Context: an optimization exercise on an open-source flow, tuned for small area and few clock cycles per item. The choices shown serve that exercise and are no tape-out recipe.
RTL that was checked went through simulation tests only; none was proved equivalent to the original.
The RTL of runs 1 to 4 was laid out without a check of its function.

`flow/constraint.sdc`:
```
create_clock -name core_clock -period 5.0 [get_ports {clk}]
set_input_delay 1.0000 -clock core_clock [delete_from_list [all_inputs] [get_ports {clk}]]
set_output_delay 1.0000 -clock core_clock [all_outputs]
set_load 0.01 [all_outputs]
```
`flow/standard.sh`:
```
#!/bin/bash
# synth_recipe.tcl (not shown) runs the flow's synth.tcl, then flattens the netlist and writes it again
# the make line also repeats each setting of config.mk as NAME=value (left out here)
make -C /OpenROAD-flow-scripts/flow DESIGN_CONFIG=/design/flow/config.mk WORK_HOME=/design/flow/orfs CLKGATE_MAP_FILE= SYNTH_SCRIPT=/design/flow/synth_recipe.tcl "${@:-finish}"
```
`flow/flow/run.sh`:
```
#!/bin/bash
# Layout flow: the standard ORFS flow, except that ABC maps the logic for
# area (map -a) instead of the speed script. Registers are mapped before ABC
# runs, so they are the standard synthesis's, with the same names and cells.
set -euo pipefail
W=$PWD
rm -rf scripts_mod
mkdir -p scripts_mod
cp -r "$FLOW_HOME"/scripts/. scripts_mod/
cp flow/abc_area.script scripts_mod/abc_area.script
make -C "$FLOW_HOME" DESIGN_CONFIG="$W/config.mk" WORK_HOME="$W/orfs" CLKGATE_MAP_FILE= \
  SYNTH_SCRIPT="$W/synth_recipe.tcl" SCRIPTS_DIR="$W/scripts_mod" ABC_AREA=1 synth > synth.log 2>&1
bash standard.sh > standard.log 2>&1
```
`flow/flow/abc_area.script`:
```
strash
dch
map -a
topo
```
`flow/config.mk`:
```
export PLATFORM = sky130hd
export DESIGN_NAME = keccak
export DESIGN_NICKNAME = keccak
export VERILOG_FILES = /design/flow/design.v
export SDC_FILE = /design/flow/constraint.sdc
export NUM_CORES = 8
export LEC_CHECK = 0
export CAP_MARGIN = 10
export CORE_MARGIN = 2
export CORE_UTILIZATION = 28
export PLACE_DENSITY = 0.45
export SLEW_MARGIN = 10
```
`flow/design.v`:
```
module padder1(in, byte_num, out);
    input      [63:0] in;
    input      [2:0]  byte_num;
    output     [63:0] out;
    genvar j;
    generate
      for (j = 0; j < 8; j = j + 1) begin : B
        assign out[8*j+7:8*j] = (j < byte_num) ? in[8*j+7:8*j] :
                                (j == byte_num) ? 8'h01 : 8'h00;
      end
    endgenerate
endmodule
module padder(clk, reset, in, in_ready, is_last, byte_num, buffer_full, out, out_ready, f_ack);
    input              clk, reset;
    input      [63:0]  in;
    input              in_ready, is_last;
    input      [2:0]   byte_num;
    output             buffer_full;
    output     [575:0] out;          
    output             out_ready;    
    input              f_ack;        
    reg        [63:0]  lane [0:8];
    reg        [8:0]   wp;           
    reg        [8:0]   vmask;        
    reg                full;
    wire       [63:0]  w, wpad, wd;
    wire               accept;
    assign buffer_full = full & ~f_ack;
    assign out_ready   = full;
    assign accept      = in_ready & ~buffer_full;
    genvar j;
    generate
      for (j = 0; j < 8; j = j + 1) begin : SW
        assign w[8*j+7:8*j] = in[63-8*j:56-8*j];
      end
    endgenerate
    padder1 p0 (w, byte_num, wpad);
    assign wd = is_last ? wpad : w;
    always @ (posedge clk)
      if (reset) begin
        wp    <= 9'b1;
        full  <= 1'b0;
        vmask <= 9'b0;
      end else begin
        if (f_ack)
          full <= 1'b0;
        if (accept) begin
          if (is_last) begin
            wp    <= 9'b1;
            full  <= 1'b1;
            vmask <= {wp[8], |wp[8:7], |wp[8:6], |wp[8:5], |wp[8:4],
                      |wp[8:3], |wp[8:2], |wp[8:1], 1'b1};
          end else
            wp <= {wp[7:0], 1'b0};
        end
      end
    generate
      for (j = 0; j < 9; j = j + 1) begin : L
        always @ (posedge clk)
          if (accept & wp[j])
            lane[j] <= wd;
        if (j == 8)
          assign out[64*j+63:64*j] = (lane[j] & {64{vmask[j]}}) | 64'h8000000000000000;
        else
          assign out[64*j+63:64*j] = lane[j] & {64{vmask[j]}};
      end
    endgenerate
endmodule
module rconst2in1(i, rc);
    input      [4:0]  i;
    output reg [6:0]  rc;
    always @ (*)
      case (i)
        5'd0:  rc = 7'b0000001;
        5'd1:  rc = 7'b0011010;
        5'd2:  rc = 7'b1011110;
        5'd3:  rc = 7'b1110000;
        5'd4:  rc = 7'b0011111;
        5'd5:  rc = 7'b0100001;
        5'd6:  rc = 7'b1111001;
        5'd7:  rc = 7'b1010101;
        5'd8:  rc = 7'b0001110;
        5'd9:  rc = 7'b0001100;
        5'd10: rc = 7'b0110101;
        5'd11: rc = 7'b0100110;
        5'd12: rc = 7'b0111111;
        5'd13: rc = 7'b1001111;
        5'd14: rc = 7'b1011101;
        5'd15: rc = 7'b1010011;
        5'd16: rc = 7'b1010010;
        5'd17: rc = 7'b1001000;
        5'd18: rc = 7'b0010110;
        5'd19: rc = 7'b1100110;
        5'd20: rc = 7'b1111001;
        5'd21: rc = 7'b1011000;
        5'd22: rc = 7'b0100001;
        5'd23: rc = 7'b1110100;
        default: rc = 7'b0000000;
      endcase
endmodule
module keccak_theta(in, out);
    input  [1599:0] in;
    output [1599:0] out;
    wire [63:0] a [0:24];
    wire [63:0] c [0:4];
    wire [63:0] d [0:4];
    genvar x, y;
    generate
      for (x = 0; x < 25; x = x + 1) begin : A
        assign a[x] = in[64*x+63:64*x];
      end
      for (x = 0; x < 5; x = x + 1) begin : C
        assign c[x] = a[x] ^ a[x+5] ^ a[x+10] ^ a[x+15] ^ a[x+20];
      end
      for (x = 0; x < 5; x = x + 1) begin : D
        assign d[x] = c[(x+4)%5] ^ {c[(x+1)%5][62:0], c[(x+1)%5][63]};
      end
      for (x = 0; x < 5; x = x + 1) begin : RP
        for (y = 0; y < 5; y = y + 1) begin : RPY
          localparam integer N = (x == 0 && y == 0) ? 0 :
                                 (x == 1 && y == 0) ? 1 :
                                 (x == 2 && y == 0) ? 62 :
                                 (x == 3 && y == 0) ? 28 :
                                 (x == 4 && y == 0) ? 27 :
                                 (x == 0 && y == 1) ? 36 :
                                 (x == 1 && y == 1) ? 44 :
                                 (x == 2 && y == 1) ? 6 :
                                 (x == 3 && y == 1) ? 55 :
                                 (x == 4 && y == 1) ? 20 :
                                 (x == 0 && y == 2) ? 3 :
                                 (x == 1 && y == 2) ? 10 :
                                 (x == 2 && y == 2) ? 43 :
                                 (x == 3 && y == 2) ? 25 :
                                 (x == 4 && y == 2) ? 39 :
                                 (x == 0 && y == 3) ? 41 :
                                 (x == 1 && y == 3) ? 45 :
                                 (x == 2 && y == 3) ? 15 :
                                 (x == 3 && y == 3) ? 21 :
                                 (x == 4 && y == 3) ? 8 :
                                 (x == 0 && y == 4) ? 18 :
                                 (x == 1 && y == 4) ? 2 :
                                 (x == 2 && y == 4) ? 61 :
                                 (x == 3 && y == 4) ? 56 : 14;
          localparam integer T = y + 5*((2*x+3*y)%5);
          wire [63:0] t = a[x+5*y] ^ d[x];
          if (N == 0)
            assign out[64*T+63:64*T] = t;
          else
            assign out[64*T+63:64*T] = {t[63-N:0], t[63:64-N]};
        end
      end
    endgenerate
endmodule
module keccak_chi(in, rc, out);
    input  [1599:0] in;
    input  [6:0]    rc;
    output [1599:0] out;
    wire [63:0] rc64 = {rc[6], 31'b0, rc[5], 15'b0, rc[4], 7'b0, rc[3],
                        3'b0, rc[2], 1'b0, rc[1], rc[0]};
    wire [63:0] b [0:24];
    genvar x, y;
    generate
      for (x = 0; x < 25; x = x + 1) begin : B
        assign b[x] = in[64*x+63:64*x];
      end
      for (x = 0; x < 5; x = x + 1) begin : CHI
        for (y = 0; y < 5; y = y + 1) begin : CHIY
          if (x == 0 && y == 0)
            assign out[63:0] = b[0] ^ (~b[1] & b[2]) ^ rc64;
          else
            assign out[64*(x+5*y)+63:64*(x+5*y)] =
              b[x+5*y] ^ (~b[(x+1)%5+5*y] & b[(x+2)%5+5*y]);
        end
      end
    endgenerate
endmodule
module f_permutation(clk, reset, in, in_ready, ack, out, out_ready);
    input              clk, reset;
    input      [575:0] in;
    input              in_ready;
    output             ack;           
    output     [511:0] out;           
    output             out_ready;
    reg        [1599:0] r1, r2, r3;   
    reg                 v1, v2, v3;   
    reg         [2:0]   p1, p2, p3;   
    wire                fin = v3 & (p3 == 3'd7);   
    wire        [2:0]   p0  = ack ? 3'd0 : p3 + 3'd1;
    assign ack       = in_ready & (~v3 | fin);
    assign out       = r3[511:0];
    assign out_ready = fin;
    always @ (posedge clk)
      if (reset) begin
        v1 <= 1'b0;
        v2 <= 1'b0;
        v3 <= 1'b0;
      end else begin
        v1 <= ack | (v3 & ~fin);
        v2 <= v1;
        v3 <= v2;
      end
    always @ (posedge clk) begin
      p1 <= p0;
      p2 <= p1;
      p3 <= p2;
    end
    wire [4:0]    i1 = {p0, 1'b0} + p0;
    wire [4:0]    i2 = {p0, 1'b0} + p0 + 5'd1;
    wire [4:0]    i3 = {p1, 1'b0} + p1 + 5'd2;
    wire [6:0]    rc1, rc2_next, rc3_next;
    reg  [6:0]    rc2, rc3;
    rconst2in1 rc1_ (i1, rc1);
    rconst2in1 rc2_ (i2, rc2_next);
    rconst2in1 rc3_ (i3, rc3_next);
    always @ (posedge clk) begin
      rc2 <= rc2_next;
      rc3 <= rc3_next;
    end
    wire [1599:0] s0 = ack ? {1024'b0, in} : r3;
    wire [1599:0] t1, s1, t2, s2, t3, s3;
    keccak_theta th1 (s0, t1);
    keccak_chi   ch1 (t1, rc1, s1);
    keccak_theta th2 (r1, t2);
    keccak_chi   ch2 (t2, rc2, s2);
    keccak_theta th3 (r2, t3);
    keccak_chi   ch3 (t3, rc3, s3);
    always @ (posedge clk) begin
      r1 <= s1;
      r2 <= s2;
      r3 <= s3;
    end
endmodule
module keccak(clk, reset, in, in_ready, is_last, byte_num, buffer_full, out, out_ready);
    input              clk, reset;
    input      [63:0]  in;
    input              in_ready, is_last;
    input      [2:0]   byte_num;
    output             buffer_full;
    output     [511:0] out;
    output             out_ready;
    wire       [575:0] block;
    wire               block_ready;
    wire               f_ack;
    wire       [511:0] f_out;
    padder
      padder_ (clk, reset, in, in_ready, is_last, byte_num, buffer_full, block, block_ready, f_ack);
    f_permutation
      f_permutation_ (clk, reset, block, block_ready, f_ack, f_out, out_ready);
    genvar j;
    generate
      for (j = 0; j < 64; j = j + 1) begin : O
        assign out[511-8*j:504-8*j] = f_out[64*(j/8)+8*(j%8)+7:64*(j/8)+8*(j%8)];
      end
    endgenerate
endmodule
```
==> impl_summary.log, run 1 <==
INFO  metric cts.sink_count = ~5.4k
INFO  metric error_message = [ERROR GRT-0116] Global routing finished with congestion. Check the congestion regions in the DRC Viewer.
INFO  metric clock_path_buffers = 5
INFO  metric die_x = approximately 1 mm
INFO  metric dpl.hpwl = 3320 mm
INFO  metric cts-buffers-inserted = slightly above 700
INFO  metric htree_num_levels = 6
INFO  metric synth-edff-count = 575
INFO  metric num_io_pins = ~590
INFO  metric gp_congestion = about 1.5
INFO  metric ys_warn_count = 6
INFO  metric die_y = 1.02 mm
INFO  metric ys.flop_type = dfxtp_1
INFO  metric last-stage-reached = 5_1_grt
INFO  metric port_buffer_count = between 500 and 600
INFO  metric grt_pass1_wl = about 5300 mm
INFO  metric post_synth_inst_count = approximately 32k
INFO  metric status = did not finish
INFO  metric maximum_number_of_pins_on_one_net_before_global_route_repair = 62
INFO  metric synth_seq_cells = 5,420
INFO  metric post_synth_instance_area = 0.288 sq mm
INFO  metric overflow = 6,399
INFO  metric first_global_vias = between 300k and 400k
INFO  metric synth-seq-area-share = 39.7%
INFO  metric async_reset_ff_share = 0%
INFO  metric initial_core_util = between 20 and 30%
INFO  metric grt_usage = about three quarters
INFO  metric syn_avg_cell_area = between 9 and 10 sq um
INFO  metric cts-hold-fix-buffers = 0
INFO  metric cts_root_buf = clkbuf_16
INFO  metric synth.net_count = between 30k and 40k
INFO  metric dp_slack = -1.93 ns
INFO  metric dpl-instance-area = 0.421 sq mm
INFO  metric rows = 372
INFO  metric ys_types = 28
layer usage:
metal	overflow	track usage, %
met1	11	78.7
met2	3960	89.0
met3	20	66.2
met4	2405	70.4
met5	3	39.0
how the worst max path moves through the flow:
| stage | from | end | depth (start not counted) | slack [ns] |
|---|---|---|---|---|
| floorplan | f_permutation_.p3[0] | f_permutation_.r1[106] | 17 | -34.82 |
| global placement | f_permutation_.p3[0] | f_permutation_.r1[1564] | 23 | -3.18 |
| detailed placement | f_permutation_.p3[0] | f_permutation_.r1[1123] | 23 | -1.93 |
| CTS | f_permutation_.p3[1] | f_permutation_.r1[710] | 28 | -0.23 |
metrics by stage:
| stage | hold slack, ns | std cells |
|---|---|---|
| 3_3_place_gp | 0.323 | 55300 |
| 2_1_floorplan | 0.310 | 32000 |
| 3_5_place_dp | 0.316 | 55500 |
| 4_1_cts | 0.329 | 57100 |
synthesized netlist by cell type, types with 8 or more instances:
cell / count / area (sq um)
clkinv_1: 3387 / 12700
a21oi_1: 322 / 1610
edfxtp_1: 575 / 17300
nor2_1: 3050 / 11400
o21ai_0: 369 / 1850
nand2_1: 4461 / 16700
ha_1: 24 / 300
buf_4: 512 / 3840
a31oi_1: 8 / 50.1
xor2_1: 7995 / 70000
dfxtp_1: 4845 / 97000
or2_2: 84 / 526
a22oi_1: 10 / 75.1
nand3_1: 269 / 1350
xnor2_1: 6073 / 53200
logic make-up after synthesis:
logic type,after synthesis,synth area share [%]
buffers and inverters,3899,5.75
AND/OR/NAND/NOR,7874,10.5
adder cells (fa/ha/maj),25,0.111
AO/OA/AOI/OAI,722,1.28
XOR/XNOR,14100,42.8
multiplexers,1,0.00347
flip-flops,5420,39.7
what timing repair did:
item,in CTS
setup buffers,425
setup endpoints to repair,1581
pin swaps,421
gates cloned,34
resized for setup,2263
==> run 2: changes to the inputs <==
--- a/flow/config.mk
+++ b/flow/config.mk
@@ -10,2 +10,3 @@
 export CORE_UTILIZATION = 28
+export GPL_TIMING_DRIVEN = 0
 export PLACE_DENSITY = 0.45
==> impl_summary.log, run 2 <==
INFO  metric status = did not finish (unchanged)
INFO  metric htree_num_levels = 6 (unchanged)
INFO  metric dp_slack = -5.40 ns (was -1.93 ns)
INFO  metric combinational_family_with_the_most_area_after_synthesis = XOR/XNOR gates (unchanged)
INFO  metric ys_types = 28 (unchanged)
INFO  metric synth.net_count = 32.1k (unchanged)
INFO  metric cts_root_buf = clkbuf_16 (unchanged)
INFO  metric fraction_of_the_mapped_netlist_area_in_compound_gates = 1.28% (unchanged)
INFO  metric grt_usage = between 60% and 70%
INFO  metric netlist_top_cells_area = dfxtp_1, xor2_1, xnor2_1 (unchanged)
INFO  metric clock_path_buffers = 5 (unchanged)
INFO  metric synth-seq-area-share = 39.7% (unchanged)
INFO  metric grt_pass1_wl = 4670 mm
INFO  metric syn_avg_cell_area = 9.00 sq um (unchanged)
INFO  metric last-stage-reached = 5_1_grt (unchanged)
INFO  metric yosysTopAreaCell = dfxtp_1 (unchanged)
INFO  metric gp_congestion = 1.68 (was 1.46)
INFO  metric synthesized_area_fraction_occupied_by_xor_and_xnor_cells = 42.8% (unchanged)
INFO  metric maximum_number_of_pins_on_one_net_before_global_route_repair = between 40 and 50
INFO  metric post_synth_inst_count = 32.0k (unchanged)
INFO  metric synth-adder-area-share = 0.111% (unchanged)
INFO  metric post_synth_instance_area = 0.288 sq mm (unchanged)
INFO  metric count_leader_synth = xor2_1 (unchanged)
INFO  metric synth_seq_cells = 5,420 (unchanged)
INFO  metric synth_largest_type_area_fraction = 33.7% (unchanged)
INFO  metric initial_core_util = 28.1% (unchanged)
INFO  metric die_x = 1.02 mm (unchanged)
INFO  metric cts-buffers-inserted = 681 (was 706)
INFO  metric async_reset_ff_share = 0% (unchanged)
INFO  metric rows = 372 (unchanged)
INFO  metric port_buffer_count = 584 (unchanged)
INFO  metric synth-edff-count = 575 (unchanged)
INFO  metric die_y = 1.02 mm (unchanged)
INFO  metric share_of_synthesized_area_spent_on_multiplexers = 0.00347% (unchanged)
INFO  metric cts.sink_count = 5,420 (unchanged)
INFO  metric overflow = 5,964
INFO  metric synth-simple-area-share = 10.5% (unchanged)
INFO  metric ys_warn_count = 6 (unchanged)
INFO  metric dpl.hpwl = 2530 mm (was 3320 mm)
INFO  metric synth.cells.most_frequent = xor2_1, xnor2_1, dfxtp_1 (unchanged)
INFO  metric num_io_pins = 585 (unchanged)
INFO  metric ys.flop_type = dfxtp_1 (unchanged)
INFO  metric error_message = [ERROR GRT-0116] Global routing finished with congestion. Check the congestion regions in the DRC Viewer. (unchanged)
INFO  metric first_global_vias = 334k
==> run 2: cell counts after synthesis <==
Identical to the previous run, type by type.
==> run 2: per-stage QoR <==
stage	instance area, sq um	std cells	TNS (ns)	hold WS [ns]	util, %
3_3_place_gp	313000	46200	-	0.314	30.5
2_1_floorplan	290000	32000	-	0.310	-
3_5_place_dp	375000	48300	-6390.04	0.317	36.5
4_1_cts	422000	50200	-2239.64	0.332	41.2
==> run 2: repair_timing <==
item / CTS
pin swaps: 372
endpoints found under the hold margin: 0
endpoints found under the setup margin: 1608
hold buffers: 0
resized for setup: 2061
setup buffers: 615
gates cloned: 58
==> run 2: logic make-up after synthesis <==
kind of cell / count (synthesis)
AOI/OAI and AO/OA: 722
xor gates and xnor gates: 14100
adders and majority gates: 25
buffers and inverters: 3899
DFF: 5420
muxes: 1
and+or+nand+nor: 7874
==> run 2: worst min-delay path by stage <==
| stage | startpoint | end | cells after the start |
|---|---|---|---|
| 2_1_floorplan | f_permutation_.p2[0] | f_permutation_.p3[0] | 0 |
| 4_1_cts | f_permutation_.p2[0] | f_permutation_.p3[0] | 0 |
| 3_5_place_dp | f_permutation_.p2[0] | f_permutation_.p3[0] | 0 |
| 3_3_place_gp | f_permutation_.p2[2] | f_permutation_.p3[2] | 0 |
==> run 2: per-layer routing <==
| layer | GRT overflow | GRT usage (%) |
|---|---|---|
| met1 | 153 | 70.8 |
| met2 | 3435 | 78.1 |
| met3 | 160 | 60.4 |
| met4 | 2200 | 58.2 |
| met5 | 16 | 37.5 |
==> run 3: changes to the inputs <==
--- a/flow/design.v
+++ b/flow/design.v
@@ -181,4 +181,4 @@
     output             ack;           
-    output     [511:0] out;           
-    output             out_ready;
+    output reg [511:0] out;           
+    output reg         out_ready;
     reg        [1599:0] r1, r2, r3;   
@@ -186,28 +186,28 @@
     reg         [2:0]   p1, p2, p3;   
-    wire                fin = v3 & (p3 == 3'd7);   
-    wire        [2:0]   p0  = ack ? 3'd0 : p3 + 3'd1;
-    assign ack       = in_ready & (~v3 | fin);
-    assign out       = r3[511:0];
-    assign out_ready = fin;
+    wire                fin = v2 & (p2 == 3'd7);   
+    assign ack = in_ready & (~v2 | fin);
     always @ (posedge clk)
       if (reset) begin
-        v1 <= 1'b0;
-        v2 <= 1'b0;
-        v3 <= 1'b0;
+        v1        <= 1'b0;
+        v2        <= 1'b0;
+        v3        <= 1'b0;
+        out_ready <= 1'b0;
       end else begin
-        v1 <= ack | (v3 & ~fin);
-        v2 <= v1;
-        v3 <= v2;
-      end
+        v1        <= v3;
+        v2        <= v1;
+        v3        <= ack | (v2 & ~fin);
+        out_ready <= fin;
+      end
+    wire        [2:0]   p3_next = ack ? 3'd0 : p2 + 3'd1;
     always @ (posedge clk) begin
-      p1 <= p0;
+      p1 <= p3;
       p2 <= p1;
-      p3 <= p2;
+      p3 <= p3_next;
     end
-    wire [4:0]    i1 = {p0, 1'b0} + p0;
-    wire [4:0]    i2 = {p0, 1'b0} + p0 + 5'd1;
+    wire [4:0]    i1 = {p3_next, 1'b0} + p3_next;
+    wire [4:0]    i2 = {p3, 1'b0} + p3 + 5'd1;
     wire [4:0]    i3 = {p1, 1'b0} + p1 + 5'd2;
-    wire [6:0]    rc1, rc2_next, rc3_next;
-    reg  [6:0]    rc2, rc3;
-    rconst2in1 rc1_ (i1, rc1);
+    wire [6:0]    rc1_next, rc2_next, rc3_next;
+    reg  [6:0]    rc1, rc2, rc3;
+    rconst2in1 rc1_ (i1, rc1_next);
     rconst2in1 rc2_ (i2, rc2_next);
@@ -215,2 +215,3 @@
     always @ (posedge clk) begin
+      rc1 <= rc1_next;
       rc2 <= rc2_next;
@@ -218,5 +219,4 @@
     end
-    wire [1599:0] s0 = ack ? {1024'b0, in} : r3;
     wire [1599:0] t1, s1, t2, s2, t3, s3;
-    keccak_theta th1 (s0, t1);
+    keccak_theta th1 (r3, t1);
     keccak_chi   ch1 (t1, rc1, s1);
@@ -227,5 +227,6 @@
     always @ (posedge clk) begin
-      r1 <= s1;
-      r2 <= s2;
-      r3 <= s3;
+      r1  <= s1;
+      r2  <= s2;
+      r3  <= ack ? {1024'b0, in} : s3;
+      out <= s3[511:0];
     end
==> flow/flow/run.sh (replaced) <==
#!/bin/bash
# Layout flow: the standard ORFS flow, except that
#  - ABC maps the logic for area (map -a) instead of the speed script;
#    registers are mapped before ABC runs, so they are the standard
#    synthesis's, with the same names and cells;
#  - clock tree: larger sink clusters and no dummy loads.
set -euo pipefail
W=$PWD
rm -rf scripts_mod
mkdir -p scripts_mod
cp -r "$FLOW_HOME"/scripts/. scripts_mod/
cp flow/abc_area.script scripts_mod/abc_area.script
make -C "$FLOW_HOME" DESIGN_CONFIG="$W/config.mk" WORK_HOME="$W/orfs" CLKGATE_MAP_FILE= \
  SYNTH_SCRIPT="$W/synth_recipe.tcl" SCRIPTS_DIR="$W/scripts_mod" ABC_AREA=1 synth > synth.log 2>&1
export CTS_ARGS="-sink_clustering_enable -repair_clock_nets -sink_clustering_size 25 -sink_clustering_max_diameter 100 -dont_use_dummy_load"
bash standard.sh > standard.log 2>&1
--- a/flow/config.mk
+++ b/flow/config.mk
@@ -9,5 +9,5 @@
 export CORE_MARGIN = 2
-export CORE_UTILIZATION = 28
-export GPL_TIMING_DRIVEN = 0
+export CORE_UTILIZATION = 24
 export PLACE_DENSITY = 0.45
+export SETUP_SLACK_MARGIN = 0.1
 export SLEW_MARGIN = 10
==> impl_summary.log, run 3 <==
INFO  metric status = did not finish (unchanged)
INFO  metric last-stage-reached = 5_1_grt (unchanged)
INFO  metric error_message = [ERROR GRT-0116] Global routing finished with congestion. Check the congestion regions in the DRC Viewer. (unchanged)
INFO  metric htree_num_levels = 5 (was 6)
INFO  metric cts_root_buf = clkbuf_16 (unchanged)
INFO  metric ys.flop_type = dfxtp_1 (unchanged)
INFO  metric maximum_number_of_pins_on_one_net_before_global_route_repair = 198
INFO  metric yosysTopAreaCell = dfxtp_1 (unchanged)
INFO  metric count_leader_synth = xor2_1 (unchanged)
INFO  metric num_io_pins = 585 (unchanged)
INFO  metric async_reset_ff_share = 0% (unchanged)
INFO  metric first_global_vias = a little under 300k
INFO  metric clock_path_buffers = 5 (unchanged)
INFO  metric synth.net_count = 31.0k (was 32.1k)
INFO  metric synth_seq_cells = 5,940 (was 5,420)
INFO  metric dp_slack = 0.394 ns (was -5.40 ns)
INFO  metric ys_warn_count = 6 (unchanged)
INFO  metric synth-edff-count = 575 (unchanged)
INFO  metric synth.cells.most_frequent = xor2_1, xnor2_1, dfxtp_1 (unchanged)
INFO  metric synth_largest_type_area_fraction = 37.1% (was 33.7%)
INFO  metric synth-seq-area-share = 43.1% (was 39.7%)
INFO  metric dpl.hpwl = 2570 mm (was 2530 mm)
INFO  metric cts-hold-fix-buffers = 0 (unchanged)
INFO  metric rows = 403 (was 372)
INFO  metric overflow = 333
INFO  metric post_synth_inst_count = 30.9k (was 32.0k)
INFO  metric netlist_top_cells_area = dfxtp_1, xor2_1, xnor2_1 (unchanged)
INFO  metric syn_avg_cell_area = 9.37 sq um (was 9.00 sq um)
INFO  metric dpl-instance-area = 0.352 sq mm (was 0.375 sq mm)
INFO  metric ys_types = 28 (unchanged)
INFO  metric cts.sink_count = 5,940 (was 5,420)
INFO  metric post_synth_instance_area = 0.290 sq mm (was 0.288 sq mm)
INFO  metric die_x = 1.10 mm (was 1.02 mm)
INFO  metric initial_core_util = 24.1% (was 28.1%)
INFO  metric die_y = 1.10 mm (was 1.02 mm)
INFO  metric cts-buffers-inserted = 369 (was 681)
INFO  metric post_cts_resized = 0 (was 2,061)
INFO  metric grt_pass1_wl = around 4200 mm
INFO  metric gp_congestion = 1.68 (about the same)
INFO  metric grt_usage = between 50% and 60%
INFO  metric port_buffer_count = 584 (unchanged)
INFO  metric cts_setup_buffers = 0 (was 615)
## run 3: per-stage QoR
| stage | std cells | TNS, ns |
|---|---|---|
| CTS | 49800 | 0 |
| detailed placement | 49500 | 0 |
| global placement | 49000 | -0.814 |
| floorplan | 30900 | - |
## run 3: worst max path at each step
stage	from	depth (start not counted)	slack, ns	end
after CTS	f_permutation_.r3[1270]	8	0.39	f_permutation_.r1[986]
after detailed placement	f_permutation_.r2[686]	10	0.39	f_permutation_.r3[1080]
after global placement	f_permutation_.r2[1408]	11	-0.34	f_permutation_.r3[348]
after floorplan	f_permutation_.p2[1]	13	-28.93	f_permutation_.rc1[4]
## run 3: routing by layer
layer / track usage (%) / GRT overflow
met5: 30.6 / 0
met4: 46.7 / 139
met3: 49.9 / 3
met2: 64.3 / 190
met1: 55.8 / 1
## run 3: logic make-up after synthesis
logic type	after synthesis	share of synthesized area (%)
buffers and inverters	2696	3.50
flip-flops	5940	43.1
adder cells (fa/ha/maj)	31	0.139
XOR/XNOR	13400	40.5
AND/OR/NAND/NOR	6747	9.07
AO/OA/AOI/OAI	2103	3.75
==> run 4: changes to the inputs <==
--- a/flow/config.mk
+++ b/flow/config.mk
@@ -9,4 +9,4 @@
 export CORE_MARGIN = 2
-export CORE_UTILIZATION = 24
-export PLACE_DENSITY = 0.45
+export CORE_UTILIZATION = 27
+export PLACE_DENSITY = 0.5
 export SETUP_SLACK_MARGIN = 0.1
==> impl_summary.log, run 4 <==
INFO  metric ys_warn_count = 6 (unchanged)
INFO  metric error_message = [ERROR GRT-0116] Global routing finished with congestion. Check the congestion regions in the DRC Viewer. (unchanged)
INFO  metric async_reset_ff_share = 0% (unchanged)
INFO  metric cts_root_buf = clkbuf_16 (unchanged)
INFO  metric count_leader_synth = xor2_1 (unchanged)
INFO  metric htree_num_levels = 5 (unchanged)
INFO  metric post_cts_resized = 0 (unchanged)
INFO  metric ys_types = 28 (unchanged)
INFO  metric die_x = 1.04 mm (was 1.10 mm)
INFO  metric clock_path_buffers = 5 (unchanged)
INFO  metric yosysTopAreaCell = dfxtp_1 (unchanged)
INFO  metric num_io_pins = 585 (unchanged)
INFO  metric die_y = 1.04 mm (was 1.10 mm)
INFO  metric synth-seq-area-share = 43.1% (unchanged)
INFO  metric cts.sink_count = 5,940 (unchanged)
INFO  metric syn_avg_cell_area = 9.37 sq um (unchanged)
INFO  metric synth_largest_type_area_fraction = 37.1% (unchanged)
INFO  metric first_global_vias = 393k
INFO  metric dpl.hpwl = 2440 mm (was 2570 mm)
INFO  metric netlist_top_cells_area = dfxtp_1, xor2_1, xnor2_1 (unchanged)
INFO  metric initial_core_util = 27.1% (was 24.1%)
INFO  metric synth_seq_cells = 5,940 (unchanged)
INFO  metric port_buffer_count = 584 (unchanged)
INFO  metric dpl-instance-area = 0.360 sq mm (was 0.352 sq mm)
INFO  metric maximum_number_of_pins_on_one_net_before_global_route_repair = ~190
INFO  metric ys.flop_type = dfxtp_1 (unchanged)
INFO  metric post_synth_instance_area = 0.290 sq mm (unchanged)
INFO  metric status = did not finish (unchanged)
INFO  metric synth.cells.most_frequent = xor2_1, xnor2_1, dfxtp_1 (unchanged)
INFO  metric synth.net_count = 31.0k (unchanged)
INFO  metric dp_slack = 0.230 ns (was 0.394 ns)
INFO  metric synth-edff-count = 575 (unchanged)
INFO  metric grt_usage = 73.2%
INFO  metric gp_congestion = 1.98 (was 1.68)
INFO  metric cts-hold-fix-buffers = 0 (unchanged)
INFO  metric last-stage-reached = 5_1_grt (unchanged)
INFO  metric cts-buffers-inserted = 355 (was 369)
INFO  metric grt_pass1_wl = between 5000 and 6000 mm
INFO  metric post_synth_inst_count = 30.9k (unchanged)
INFO  metric cts_setup_buffers = 0 (unchanged)
INFO  metric rows = 380 (was 403)
INFO  metric overflow = about 22k
==> run 4: cell counts after synthesis <==
Identical to the previous run, type by type.
==> run 4: worst max-delay path by stage <==
stage	to	slack (ns)	cells past startpoint
4_1_cts	f_permutation_.out[471]	0.19	8
3_5_place_dp	f_permutation_.r3[471]	0.23	10
3_3_place_gp	f_permutation_.r3[351]	-0.86	10
2_1_floorplan	f_permutation_.rc1[4]	-28.93	13
==> run 4: kinds of logic after synthesis <==
| group | share of synthesized area, % |
|---|---|
| buffers and inverters | 3.50 |
| AOI/OAI and AO/OA | 3.75 |
| xor gates and xnor gates | 40.5 |
| DFF | 43.1 |
| and+or+nand+nor | 9.07 |
| adders and majority gates | 0.139 |
==> run 4: per-stage QoR <==
| step | hold slack [ns] | std cells |
|---|---|---|
| 3_3_place_gp | 0.409 | 46400 |
| 2_1_floorplan | 0.383 | 30900 |
| 4_1_cts | 0.411 | 48200 |
| 3_5_place_dp | 0.402 | 47800 |
==> run 4: layer usage <==
metal	global-route usage [%]	overflow
met5	40.7	274
met4	63.8	4700
met3	62.0	2302
met2	83.6	11800
met1	78.0	2792
==> run 5: changes to the inputs <==
--- a/flow/design.v
+++ b/flow/design.v
@@ -26,6 +26,7 @@
     wire       [63:0]  w, wpad, wd;
-    wire               accept;
+    wire               accept, pass;
     assign buffer_full = full & ~f_ack;
-    assign out_ready   = full;
     assign accept      = in_ready & ~buffer_full;
+    assign pass        = ~full & in_ready & is_last;   
+    assign out_ready   = full | pass;
     genvar j;
@@ -49,3 +50,3 @@
             wp    <= 9'b1;
-            full  <= 1'b1;
+            full  <= ~(pass & f_ack);
             vmask <= {wp[8], |wp[8:7], |wp[8:6], |wp[8:5], |wp[8:4],
@@ -61,6 +62,9 @@
             lane[j] <= wd;
+        wire keep = full ? vmask[j] : |(wp >> (j + 1));
+        wire now  = ~full & wp[j];
+        wire [63:0] v = (lane[j] & {64{keep}}) | (wd & {64{now}});
         if (j == 8)
-          assign out[64*j+63:64*j] = (lane[j] & {64{vmask[j]}}) | 64'h8000000000000000;
+          assign out[64*j+63:64*j] = v | 64'h8000000000000000;
         else
-          assign out[64*j+63:64*j] = lane[j] & {64{vmask[j]}};
+          assign out[64*j+63:64*j] = v;
       end
--- a/flow/flow/run.sh
+++ b/flow/flow/run.sh
@@ -5,3 +5,5 @@
 #    synthesis's, with the same names and cells;
-#  - clock tree: larger sink clusters and no dummy loads.
+#  - clock tree: larger sink clusters and no dummy loads;
+#  - global routing may end with a little congestion, left to the detailed
+#    router, after fewer congestion iterations.
 set -euo pipefail
@@ -15,2 +17,3 @@
 export CTS_ARGS="-sink_clustering_enable -repair_clock_nets -sink_clustering_size 25 -sink_clustering_max_diameter 100 -dont_use_dummy_load"
+export GLOBAL_ROUTE_ARGS="-congestion_iterations 10 -congestion_report_iter_step 5 -verbose -allow_congestion"
 bash standard.sh > standard.log 2>&1
--- a/flow/config.mk
+++ b/flow/config.mk
@@ -9,4 +9,4 @@
 export CORE_MARGIN = 2
-export CORE_UTILIZATION = 27
-export PLACE_DENSITY = 0.5
+export CORE_UTILIZATION = 22
+export PLACE_DENSITY = 0.42
 export SETUP_SLACK_MARGIN = 0.1
==> impl_summary.log, run 5 <==
INFO  metric rows = 424 (was 380)
INFO  metric max-slew-margin-rel = -11.2%
INFO  metric drc_errors = 0
INFO  metric synth_seq_cells = 5,940 (unchanged)
INFO  metric post_route_cells_drive_above_1_share = 23.1%
INFO  metric cap_violations = 32
INFO  metric dp.cells = 54.9k (was 47.8k)
INFO  metric grt_antenna_before_repair = slightly below 800
INFO  metric die-area = between 1 and 1.5 sq mm
INFO  metric area.growth.synth_to_final = 39.0%
INFO  metric synth-seq-area-share = 42.5% (was 43.1%)
INFO  metric cts-buffers-inserted = 541 (was 355)
INFO  metric clock_path_buffers = 5 (unchanged)
INFO  metric largestRegisters = f_permutation_.r1 (1600), f_permutation_.r2 (1600), f_permutation_.r3 (1600)
INFO  metric gr_util_met3 = about two fifths
INFO  metric timing.critical_path.from_type = flop
INFO  metric post-route-min-period = 5.02 ns
INFO  metric grt_usage = 59.3%
INFO  metric timing_worst_setup_path_type = flop to flop
INFO  metric crit_required = between 6 and 7 ns
INFO  metric final-max-slew-violation-count = 83
INFO  metric final_nets = roughly 38k
INFO  metric insertion_delay = around 1.3 ns
INFO  metric overflow = 0
INFO  metric synth.net_count = 31.9k (was 31.0k)
INFO  metric synth.cells.most_frequent = xor2_1, xnor2_1, dfxtp_1 (unchanged)
INFO  metric most_congested_layer_reported_by_global_routing = met2
INFO  metric detail_route.vias_per_cell = around 5.7
INFO  metric path_clk_slew = about 0.09 ns
INFO  metric status = failed layout checks (was did not finish)
INFO  metric port_buffer_count = 584 (unchanged)
INFO  metric ys_types = 29 (was 28)
INFO  metric finalCritPeriodShare = 100%
INFO  metric finish.utilization = 30.6%
INFO  metric dpl.hpwl = 3790 mm (was 2440 mm)
INFO  metric detailedRoute.firstPassIterationCount = 14
INFO  metric initial_core_util = 22.0% (was 27.1%)
INFO  metric ys_warn_count = 6 (unchanged)
INFO  metric mostFrequentLayoutCell = xor2_1
INFO  metric async_reset_ff_share = 0% (unchanged)
INFO  metric maximum_number_of_pins_on_one_net_before_global_route_repair = about 150
INFO  metric cp.arrival = between 6 and 7 ns
INFO  metric wire_length_reported_by_the_detailed_router = about 4100 mm
INFO  metric cts_setup_buffers = 0 (unchanged)
INFO  metric die_y = 1.16 mm (was 1.04 mm)
INFO  metric htree_num_levels = 6 (was 5)
INFO  metric synth-edff-count = 575 (unchanged)
INFO  metric timing.final.hold_violations = 0
INFO  metric fin_hold_ws = slightly above 0.4 ns
INFO  metric cts_root_buf = clkbuf_16 (unchanged)
INFO  metric cts-hold-fix-buffers = 0 (unchanged)
INFO  metric die_x = 1.16 mm (was 1.04 mm)
INFO  metric detail_route.iter0.violations = around 63k
INFO  metric syn_avg_cell_area = 9.24 sq um (was 9.37 sq um)
INFO  metric finish.cell_count_without_fillers = around 57k
INFO  metric post_synth_instance_area = 0.294 sq mm (was 0.290 sq mm)
INFO  metric synth_largest_type_area_fraction = 36.6% (was 37.1%)
INFO  metric routed_via_count = roughly 320k
INFO  metric fmax = between 150 and 200 MHz
INFO  metric yosysTopAreaCell = dfxtp_1 (unchanged)
INFO  metric grt_setup_unrepaired = false
INFO  metric worst_slew_pin_slew = roughly 1.7 ns
INFO  metric holdCritPathClass = flop to flop
INFO  metric avgRoutedWirePerCell = 73.1 um
INFO  metric grt_pass1_wl = 4660 mm
INFO  metric cts.sink_count = 5,940 (unchanged)
INFO  metric first_global_vias = around 260k
INFO  metric met2_usage = about three quarters
INFO  metric layout_common_cells = xor2_1, dfxtp_1, buf_4
INFO  metric crit_path_end_kind = flop
INFO  metric ys.flop_type = dfxtp_1 (unchanged)
INFO  metric gp_congestion = 1.29 (was 1.98)
INFO  metric tritoncts = yes
INFO  metric gr-usage-met1 = roughly three fifths
INFO  metric core = approximately 1.3 sq mm
INFO  metric num_io_pins = 585 (unchanged)
INFO  metric post_synth_inst_count = 31.8k (was 30.9k)
INFO  metric setup-violations-final = 2
INFO  metric critical_path_peak_fanout = 3
INFO  metric count_leader_synth = xor2_1 (unchanged)
INFO  metric layout.failed_checks = capacitance limit, slew limit, setup timing
INFO  metric setup_tns = -0.0227 ns
INFO  metric drtAntennaViolNets = 0
INFO  metric post_route_clock_skew = between 0.09 and 0.1 ns
INFO  metric netlist_top_cells_area = dfxtp_1, xor2_1, xnor2_1 (unchanged)
INFO  metric post_cts_resized = 0 (unchanged)
INFO  metric final_critical_path_setup_slack = -0.0227 ns
## run 5: cell count changes after synthesis, moves of 121 or more
cell,before,now
nand3_1,608,172
o22ai_1,6,322
clkinv_1,2695,2992
a21oi_1,989,1264
nor2_1,2506,2743
a22oi_1,10,131
## run 5: layout make-up
class | count | area (sq um)
fillers | 139000 | 924000
multi-input cells | 22800 | 189000
flip-flops and latches | 5940 | 125000
repair buffers | 5474 | 44700
well taps | 17700 | 22100
clock buffers | 541 | 13500
inverters | 2992 | 11300
diodes | 1122 | 2810
## run 5: worst max-delay path, stage by stage (launching register included)
cell and delay (ns):
dfxtp_1 0.35, xnor2_1 0.54, xor2_1 0.23, xor2_1 0.99
xnor2_1 0.37, xor2_1 1.03, clkinv_1 0.34, nand2_1 0.16
xor2_1 0.74, nand2_1 0.10, o21ai_0 0.10
## run 5: cells by family (layout without fill, tap and decap cells)
group,after synthesis,after routing,share of synthesized area (%)
simple gates,6564,6564,8.50
other cells,0,1122,0
flops,5940,5940,42.5
fa+ha+maj,31,31,0.137
buf+inv,2993,9007,3.83
compound gates,2873,2873,5.17
xor+xnor,13400,13400,39.9
## run 5: final timing paths
path,endpoint,slack (ns),cells after the start,start
setup / recovery,f_permutation_.r3[415],-0.02,10,f_permutation_.r2[690]
hold / removal,f_permutation_.v1,0.41,2,f_permutation_.v3
setup reg to reg,f_permutation_.r3[415],-0.02,10,f_permutation_.r2[690]
hold reg to reg,f_permutation_.v1,0.41,2,f_permutation_.v3
## run 5: metal layers
layer	part of all wire (%)	wire (um)	vias up
li1	-	-	110000
met1	34	1420000	164000
met2	36	1490000	35800
met3	16	649000	10800
met4	14	568000	224
met5	0.30	12600	-
## run 5: per-stage QoR
stage / setup WS (ns) / instance area, sq um
final: -0.0227 / 408000
after CTS: 0.243 / 405000
after detailed placement: 0.0561 / 391000
after floorplan: -27.46 / 294000
after global placement: -1.98 / 390000
after global routing: 0.321 / 406000
Testbench counts of run 5, summed over its fixed seeds: cycles 13,126, items 1,600.
==> run 6: changes to the inputs <==
--- a/flow/config.mk
+++ b/flow/config.mk
@@ -7,3 +7,3 @@
 export LEC_CHECK = 0
-export CAP_MARGIN = 10
+export CAP_MARGIN = 30
 export CORE_MARGIN = 2
@@ -11,3 +11,3 @@
 export PLACE_DENSITY = 0.42
-export SETUP_SLACK_MARGIN = 0.1
-export SLEW_MARGIN = 10
+export SETUP_SLACK_MARGIN = 0.3
+export SLEW_MARGIN = 30
==> impl_summary.log, run 6 <==
INFO  metric status = complete, no violations (was failed layout checks)
INFO  metric critical_path.top_delay_family = XOR/XNOR gates (unchanged)
INFO  metric fin_hold_ws = 0.413 ns (was 0.408 ns)
INFO  metric maximum_number_of_pins_on_one_net_before_global_route_repair = 153 (unchanged)
INFO  metric post-route-min-period = 4.78 ns (was 5.02 ns)
INFO  metric synth.net_count = 31.9k (unchanged)
INFO  metric yosysTopAreaCell = dfxtp_1 (unchanged)
INFO  metric critical_path_cell_count = 12 (was 10)
INFO  metric post_route_cells_drive_above_1_share = 24.1% (was 23.1%)
INFO  metric htree_num_levels = 6 (unchanged)
INFO  metric ys_types = 29 (unchanged)
INFO  metric routed_via_count = 320k (was 321k)
INFO  metric dpl.hpwl = 3790 mm (about the same)
INFO  metric cpPeakStageDelay = 0.68 ns (was 1.03 ns)
INFO  metric die_y = 1.16 mm (unchanged)
INFO  metric drc_errors = 0 (unchanged)
INFO  metric netlist_top_cells_area = dfxtp_1, xor2_1, xnor2_1 (unchanged)
INFO  metric final-max-slew-violation-count = 0 (was 83)
INFO  metric worstPathCellList = xnor2_1 > xor2_1 > xor2_1 > buf_4 > xnor2_1 > buf_4 > xnor2_2 > buf_4 > clkinv_1 > nand2_1 > xor2_4 > buf_12 (was xnor2_1 > xor2_1 > xor2_1 > xnor2_1 > xor2_1 > clkinv_1 > nand2_1 > xor2_1 > nand2_1 > o21ai_0)
INFO  metric worstHoldPathCells = 2 (unchanged)
INFO  metric holdCritPathClass = flop to flop (unchanged)
INFO  metric layout_common_cells = xor2_1, dfxtp_1, buf_4 (unchanged)
INFO  metric async_reset_ff_share = 0% (unchanged)
INFO  metric wire_length_reported_by_the_detailed_router = 4140 mm (about the same)
INFO  metric syn_avg_cell_area = 9.24 sq um (unchanged)
INFO  metric timing.final.hold_violations = 0 (unchanged)
INFO  metric grt_antenna_before_repair = 731 (was 775)
INFO  metric die_x = 1.16 mm (unchanged)
INFO  metric cts-hold-fix-buffers = 0 (unchanged)
INFO  metric crit_required = 6.12 ns (was 6.17 ns)
INFO  metric synth-edff-count = 575 (unchanged)
INFO  metric timing.critical_path.slowest_stage_cell = xor2_4 (was xor2_1)
INFO  metric rows = 424 (unchanged)
INFO  metric core = 1.33 sq mm (unchanged)
INFO  metric initial_core_util = 22.0% (unchanged)
INFO  metric timing_worst_setup_path_type = flop to flop (unchanged)
INFO  metric cap_violations = 0 (was 32)
INFO  metric r2r_cells = 12 (was 10)
INFO  metric die-area = 1.34 sq mm (unchanged)
INFO  metric post_synth_inst_count = 31.8k (unchanged)
INFO  metric setup-violations-final = 0 (was 2)
INFO  metric fmax = 209 MHz (was 199 MHz)
INFO  metric insertion_delay = 1.28 ns (was 1.27 ns)
INFO  metric grt_usage = 59.3% (about the same)
INFO  metric synth.cells.most_frequent = xor2_1, xnor2_1, dfxtp_1 (unchanged)
INFO  metric timing.critical_path.from_type = flop (unchanged)
INFO  metric dp.cells = 55.0k (was 54.9k)
INFO  metric finish.cell_count_without_fillers = 56.6k (about the same)
INFO  metric worst_slew_pin_slew = 1.46 ns (was 1.66 ns)
INFO  metric count_leader_synth = xor2_1 (unchanged)
INFO  metric post_synth_instance_area = 0.294 sq mm (unchanged)
INFO  metric largestRegisters = f_permutation_.r1 (1600), f_permutation_.r2 (1600), f_permutation_.r3 (1600) (unchanged)
INFO  metric ys_warn_count = 6 (unchanged)
INFO  metric mostFrequentLayoutCell = xor2_1 (unchanged)
INFO  metric final_critical_path_setup_slack = 0.220 ns (was -0.0227 ns)
INFO  metric synth_largest_type_area_fraction = 36.6% (unchanged)
INFO  metric final_nets = 37.9k (about the same)
INFO  metric post_route_clock_skew = 0.117 ns (was 0.0982 ns)
INFO  metric finish.utilization = 31.1% (was 30.6%)
INFO  metric tritoncts = yes (unchanged)
INFO  metric synth-seq-area-share = 42.5% (unchanged)
INFO  metric overflow = 0 (unchanged)
INFO  metric dp_slack = 0.0314 ns (was 0.0561 ns)
INFO  metric synth_seq_cells = 5,940 (unchanged)
INFO  metric ys.flop_type = dfxtp_1 (unchanged)
INFO  metric critical_path_peak_fanout = 4 (was 3)
INFO  metric critPathMostFrequentCell = buf_4 (was xor2_1)
INFO  metric grt_setup_unrepaired = false (unchanged)
INFO  metric grt_pass1_wl = 4660 mm (about the same)
INFO  metric finalCritPeriodShare = 95.6% (was 100%)
INFO  metric drtAntennaViolNets = 0 (unchanged)
INFO  metric cp.arrival = 5.90 ns (was 6.19 ns)
INFO  metric detail_route.iter0.violations = 62.3k (was 63.5k)
INFO  metric max-slew-margin-rel = 2.80% (was -11.2%)
INFO  metric path_clk_slew = 0.11 ns (was 0.09 ns)
INFO  metric cts_setup_buffers = 0 (unchanged)
INFO  metric detail_route.vias_per_cell = 5.65 (was 5.67)
INFO  metric cts.sink_count = 5,940 (unchanged)
INFO  metric clock_path_buffers = 5 (unchanged)
INFO  metric cts_root_buf = clkbuf_16 (unchanged)
INFO  metric crit_path_end_kind = flop (unchanged)
INFO  metric post_cts_resized = 0 (unchanged)
INFO  metric detailedRoute.firstPassIterationCount = 12 (was 14)
INFO  metric cts-buffers-inserted = 533 (was 541)
INFO  metric port_buffer_count = 584 (unchanged)
INFO  metric avgRoutedWirePerCell = 73.1 um (about the same)
INFO  metric gp_congestion = 1.29 (unchanged)
INFO  metric num_io_pins = 585 (unchanged)
INFO  metric critical_path_buf_inv_count = 5 (was 1)
INFO  metric first_global_vias = 256k (was 255k)
INFO  metric area.growth.synth_to_final = 41.0% (was 39.0%)
run 6: cell counts after synthesis:
No cell type changed its count.
run 6: cell type report:
class                    count  area [sq um]
multi-input cells        22800        194000
inverters                 2992         11300
repair buffers            5537         46100
diodes                    1062          2660
well taps                17700         22100
fillers                 138000        918000
flip-flops and latches    5940        125000
clock buffers              533         13300
run 6: routing by layer:
| metal | global-route usage, % | up-vias | share of wire [%] |
|---|---|---|---|
| li1 | - | 110000 | - |
| met1 | 60.1 | 164000 | 34 |
| met2 | 74.8 | 35400 | 36 |
| met3 | 41.1 | 10500 | 16 |
| met4 | 65.0 | 170 | 14 |
| met5 | 6.84 | - | 0.22 |
run 6: worst register-to-register path: stages (launching register included):
cell	delay, ns
dfxtp_1	0.56
xnor2_1	0.19
xor2_1	0.20
xor2_1	0.58
buf_4	0.29
xnor2_1	0.28
buf_4	0.31
xnor2_2	0.13
buf_4	0.50
clkinv_1	0.35
nand2_1	0.21
xor2_4	0.68
buf_12	0.31
run 6: kinds of logic after synthesis:
group	Yosys count	share of synthesized area, %
and+or+nand+nor	6564	8.50
buffers and inverters	2993	3.83
AOI/OAI and AO/OA	2873	5.17
adders and majority gates	31	0.137
xor gates and xnor gates	13400	39.9
DFF	5940	42.5
run 6: worst paths after layout:
kind | start | end | slack, ns
worst max-delay path | f_permutation_.r3[1172] | f_permutation_.r1[667] | 0.22
worst min-delay path | f_permutation_.v3 | f_permutation_.v1 | 0.41
worst max register to register | f_permutation_.r3[1172] | f_permutation_.r1[667] | 0.22
worst min register to register | f_permutation_.v3 | f_permutation_.v1 | 0.41
run 6: stage by stage:
step	area (sq um)	TNS, ns
after floorplan	294000	-
after detailed placement	397000	0
final	414000	0
after global routing	412000	0
after global placement	390000	-4.72
after CTS	410000	0
==> run 7: changes to the inputs <==
--- a/flow/design.v
+++ b/flow/design.v
@@ -191,3 +191,4 @@
     wire                fin = v2 & (p2 == 3'd7);   
-    assign ack = in_ready & (~v2 | fin);
+    reg                 free;         
+    assign ack = in_ready & free;
     always @ (posedge clk)
@@ -197,4 +198,6 @@
         v3        <= 1'b0;
+        free      <= 1'b1;
         out_ready <= 1'b0;
       end else begin
+        free      <= ~v1 | (p1 == 3'd7);
         v1        <= v3;
--- a/flow/flow/run.sh
+++ b/flow/flow/run.sh
@@ -18,2 +18,3 @@
 export GLOBAL_ROUTE_ARGS="-congestion_iterations 10 -congestion_report_iter_step 5 -verbose -allow_congestion"
+export DONT_USE_CELLS="sky130_fd_sc_hd__xor2_4 sky130_fd_sc_hd__xnor2_4"
 bash standard.sh > standard.log 2>&1
--- a/flow/config.mk
+++ b/flow/config.mk
@@ -10,3 +10,3 @@
 export CORE_UTILIZATION = 22
-export PLACE_DENSITY = 0.42
+export PLACE_DENSITY = 0.45
 export SETUP_SLACK_MARGIN = 0.3
==> impl_summary.log, run 7 <==
INFO  metric synth-edff-count = 575 (unchanged)
INFO  metric dpl.hpwl = 2630 mm (was 3790 mm)
INFO  metric synth_seq_cells = 5,941 (was 5,940)
INFO  metric ys_warn_count = 6 (unchanged)
INFO  metric count_leader_synth = xor2_1 (unchanged)
INFO  metric cts_root_buf = clkbuf_16 (unchanged)
INFO  metric cts-buffers-inserted = 382 (was 533)
INFO  metric synth_largest_type_area_fraction = 36.6% (about the same)
INFO  metric clock_path_buffers = 5 (unchanged)
INFO  metric rows = 424 (unchanged)
INFO  metric yosysTopAreaCell = dfxtp_1 (unchanged)
INFO  metric port_buffer_count = 584 (unchanged)
INFO  metric ys.flop_type = dfxtp_1 (unchanged)
INFO  metric post_synth_instance_area = 0.293 sq mm (was 0.294 sq mm)
INFO  metric error_message = [ERROR GRT-0232] Routing congestion too high. Check the congestion heatmap in the GUI.
INFO  metric cts.sink_count = 5,941 (was 5,940)
INFO  metric cts_setup_buffers = 0 (unchanged)
INFO  metric synth.cells.most_frequent = xor2_1, xnor2_1, dfxtp_1 (unchanged)
INFO  metric synth.net_count = 31.8k (was 31.9k)
INFO  metric maximum_number_of_pins_on_one_net_before_global_route_repair = between 200 and 250
INFO  metric synth-seq-area-share = 42.5% (about the same)
INFO  metric syn_avg_cell_area = 9.24 sq um (about the same)
INFO  metric initial_core_util = 22.0% (about the same)
INFO  metric async_reset_ff_share = 0% (unchanged)
INFO  metric status = did not finish (was complete, no violations)
INFO  metric overflow = 12
INFO  metric htree_num_levels = 5 (was 6)
INFO  metric gp_congestion = 1.67 (was 1.29)
INFO  metric die_x = 1.16 mm (about the same)
INFO  metric netlist_top_cells_area = dfxtp_1, xor2_1, xnor2_1 (unchanged)
INFO  metric post_cts_resized = 0 (unchanged)
INFO  metric last-stage-reached = 5_1_grt
INFO  metric die_y = 1.16 mm (about the same)
INFO  metric num_io_pins = 585 (unchanged)
INFO  metric ys_types = 28 (was 29)
INFO  metric post_synth_inst_count = 31.7k (was 31.8k)
INFO  metric cts-hold-fix-buffers = 0 (unchanged)
INFO  metric grt_usage = between 40% and 50%
## run 7: cell types whose count changed after synthesis, sizes merged, moves of 2 or more
cell and change:
o211ai -2, nand2 -6, nor2 +19, nand3b -2, clkinv -28, nand3 -15
a21oi +5, or2 -3, o21ai +6, xnor2 -10, xor2 +8
## run 7: cells by family after synthesis
kind of cell             share of synthesized area [%]
AO/OA/AOI/OAI                                     5.19
XOR/XNOR                                          39.9
adder cells (fa/ha/maj)                          0.137
buffers and inverters                             3.79
flip-flops                                        42.5
AND/OR/NAND/NOR                                   8.48
## run 7: routing by layer
metal	GRT overflow	global-route usage [%]
met1	0	44.2
met4	8	47.9
met2	4	54.4
met3	0	46.4
met5	0	39.7
## run 7: how the worst min path moves through the flow
stage / end / cells after the start / start / slack (ns)
2_1_floorplan: f_permutation_.v1 / 2 / f_permutation_.v3 / 0.38
3_3_place_gp: f_permutation_.v1 / 2 / f_permutation_.v3 / 0.39
3_5_place_dp: f_permutation_.v2 / 2 / f_permutation_.v1 / 0.41
4_1_cts: f_permutation_.v2 / 2 / f_permutation_.v1 / 0.43
## run 7: stage by stage
| stage | util (%) | cell area [sq um] | setup slack [ns] | std cells |
|---|---|---|---|---|
| floorplan | - | 294000 | -28.73 | 31700 |
| global placement | 25.9 | 345000 | 0.00690 | 51600 |
| CTS | 28.4 | 378000 | 0.656 | 52300 |
| detailed placement | 27.7 | 369000 | 0.169 | 51900 |
Testbench counts of run 7, summed over its fixed seeds: cycles 13,126, items 1,600.
==> run 8: changes to the inputs <==
--- a/flow/flow/run.sh
+++ b/flow/flow/run.sh
@@ -5,3 +5,3 @@
 #    synthesis's, with the same names and cells;
-#  - clock tree: larger sink clusters and no dummy loads;
+#  - clock tree: larger sink clusters of X8 clock buffers and no dummy loads.
 #  - global routing may end with a little congestion, left to the detailed
@@ -16,5 +16,4 @@
   SYNTH_SCRIPT="$W/synth_recipe.tcl" SCRIPTS_DIR="$W/scripts_mod" ABC_AREA=1 synth > synth.log 2>&1
-export CTS_ARGS="-sink_clustering_enable -repair_clock_nets -sink_clustering_size 25 -sink_clustering_max_diameter 100 -dont_use_dummy_load"
+export CTS_ARGS="-sink_clustering_enable -repair_clock_nets -sink_clustering_size 20 -sink_clustering_max_diameter 100 -dont_use_dummy_load -buf_list sky130_fd_sc_hd__clkbuf_8"
 export GLOBAL_ROUTE_ARGS="-congestion_iterations 10 -congestion_report_iter_step 5 -verbose -allow_congestion"
-export DONT_USE_CELLS="sky130_fd_sc_hd__xor2_4 sky130_fd_sc_hd__xnor2_4"
 bash standard.sh > standard.log 2>&1
--- a/flow/config.mk
+++ b/flow/config.mk
@@ -10,3 +10,3 @@
 export CORE_UTILIZATION = 22
-export PLACE_DENSITY = 0.45
+export PLACE_DENSITY = 0.42
 export SETUP_SLACK_MARGIN = 0.3
==> impl_summary.log, run 8 <==
INFO  metric htree_num_levels = 5 (unchanged)
INFO  metric grt_usage = 47.8%
INFO  metric share_of_synthesized_area_spent_on_multiplexers = 0% (unchanged)
INFO  metric num_io_pins = 585 (unchanged)
INFO  metric ys.flop_type = dfxtp_1 (unchanged)
INFO  metric synth.cells.most_frequent = xor2_1, xnor2_1, dfxtp_1 (unchanged)
INFO  metric async_reset_ff_share = 0% (unchanged)
INFO  metric overflow = 1
INFO  metric synth-edff-count = 575 (unchanged)
INFO  metric ys_warn_count = 6 (unchanged)
INFO  metric dpl.hpwl = 2710 mm (was 2630 mm)
INFO  metric syn_avg_cell_area = 9.24 sq um (unchanged)
INFO  metric combinational_family_with_the_most_area_after_synthesis = XOR/XNOR gates (unchanged)
INFO  metric maximum_number_of_pins_on_one_net_before_global_route_repair = 206
INFO  metric fraction_of_the_mapped_netlist_area_in_compound_gates = 5.19% (unchanged)
INFO  metric synth-seq-area-share = 42.5% (unchanged)
INFO  metric error_message = [ERROR GRT-0232] Routing congestion too high. Check the congestion heatmap in the GUI. (unchanged)
INFO  metric synth.net_count = 31.8k (unchanged)
INFO  metric dp_slack = 0.171 ns (was 0.169 ns)
INFO  metric synth-adder-area-share = 0.137% (unchanged)
INFO  metric die_y = 1.16 mm (unchanged)
INFO  metric gp_congestion = 1.65 (was 1.67)
INFO  metric last-stage-reached = 5_1_grt (unchanged)
INFO  metric synth-simple-area-share = 8.48% (unchanged)
INFO  metric cts-buffers-inserted = 400 (was 382)
INFO  metric yosysTopAreaCell = dfxtp_1 (unchanged)
INFO  metric initial_core_util = 22.0% (unchanged)
INFO  metric count_leader_synth = xor2_1 (unchanged)
INFO  metric status = did not finish (unchanged)
INFO  metric synth_seq_cells = 5,941 (unchanged)
INFO  metric netlist_top_cells_area = dfxtp_1, xor2_1, xnor2_1 (unchanged)
INFO  metric cts_setup_buffers = 0 (unchanged)
INFO  metric rows = 424 (unchanged)
INFO  metric die_x = 1.16 mm (unchanged)
INFO  metric port_buffer_count = 584 (unchanged)
INFO  metric ys_types = 28 (unchanged)
INFO  metric synth_largest_type_area_fraction = 36.6% (unchanged)
INFO  metric cts_root_buf = clkbuf_8 (was clkbuf_16)
INFO  metric clock_path_buffers = 5 (unchanged)
INFO  metric synthesized_area_fraction_occupied_by_xor_and_xnor_cells = 39.9% (unchanged)
INFO  metric post_synth_instance_area = 0.293 sq mm (unchanged)
INFO  metric cts.sink_count = 5,941 (unchanged)
INFO  metric post_synth_inst_count = 31.7k (unchanged)
[run 8: per-stage QoR]
step / std cells / utilization [%] / instance area [sq um]
after floorplan: 31700 / - / 294000
after detailed placement: 52100 / 27.8 / 370000
after global placement: 51900 / 26.2 / 349000
after CTS: 52500 / 28.2 / 375000
[run 8: metal layers]
layer,GRT overflow,global-route usage [%]
met1,0,44.3
met3,0,45.3
met5,0,36.3
met4,1,49.0
met2,0,54.8
[run 8: worst max path at each step]
stage,start,end,cells past startpoint
4_1_cts,f_permutation_.r2[983],f_permutation_.out[3],10
3_3_place_gp,byte_num[2],f_permutation_.r3[344],12
2_1_floorplan,padder_.full,f_permutation_.rc1[4],11
3_5_place_dp,byte_num[1],f_permutation_.r3[8],10
[run 8: kinds of logic after synthesis]
group	Yosys count
AO/OA/AOI/OAI	2882
XOR/XNOR	13400
adder cells (fa/ha/maj)	31
buffers and inverters	2965
flip-flops	5941
AND/OR/NAND/NOR	6556
[run 8: timing repair]
item,4_1_cts
endpoints found under the setup margin,1
gates resized for setup,3
hold buffers,0

what the ideal ports hide:
The flow's constraints put no driver on any port. The routed layouts listed below were extracted and timed again, unchanged, in two steps.
Step 1 assumes that a clkbuf_16 drives the clock port and a buf_2 every other input.
Step 2 moves the port delays by t, midway between the first and last clock arrival at a register: inputs arrive t later, outputs are due t later. That takes back most of the time a late clock gives input paths.
Slacks: ideal / step 1 / step 2; pairs: ideal / step 1.
run	t, ns	slack for setup (ns)	worst register clock-pin slew, ns
run 5	1.425	-0.023 / -0.023 / -0.329	0.11 / 0.11
run 6	1.417	0.220 / 0.220 / -0.460	0.12 / 0.12
With both steps, setup timing fails in run 6, where it was met with ideal ports. For run 6, which loses most, drivers alone change the setup slack by 0.000 ns; drivers and shift together by -0.680 ns.
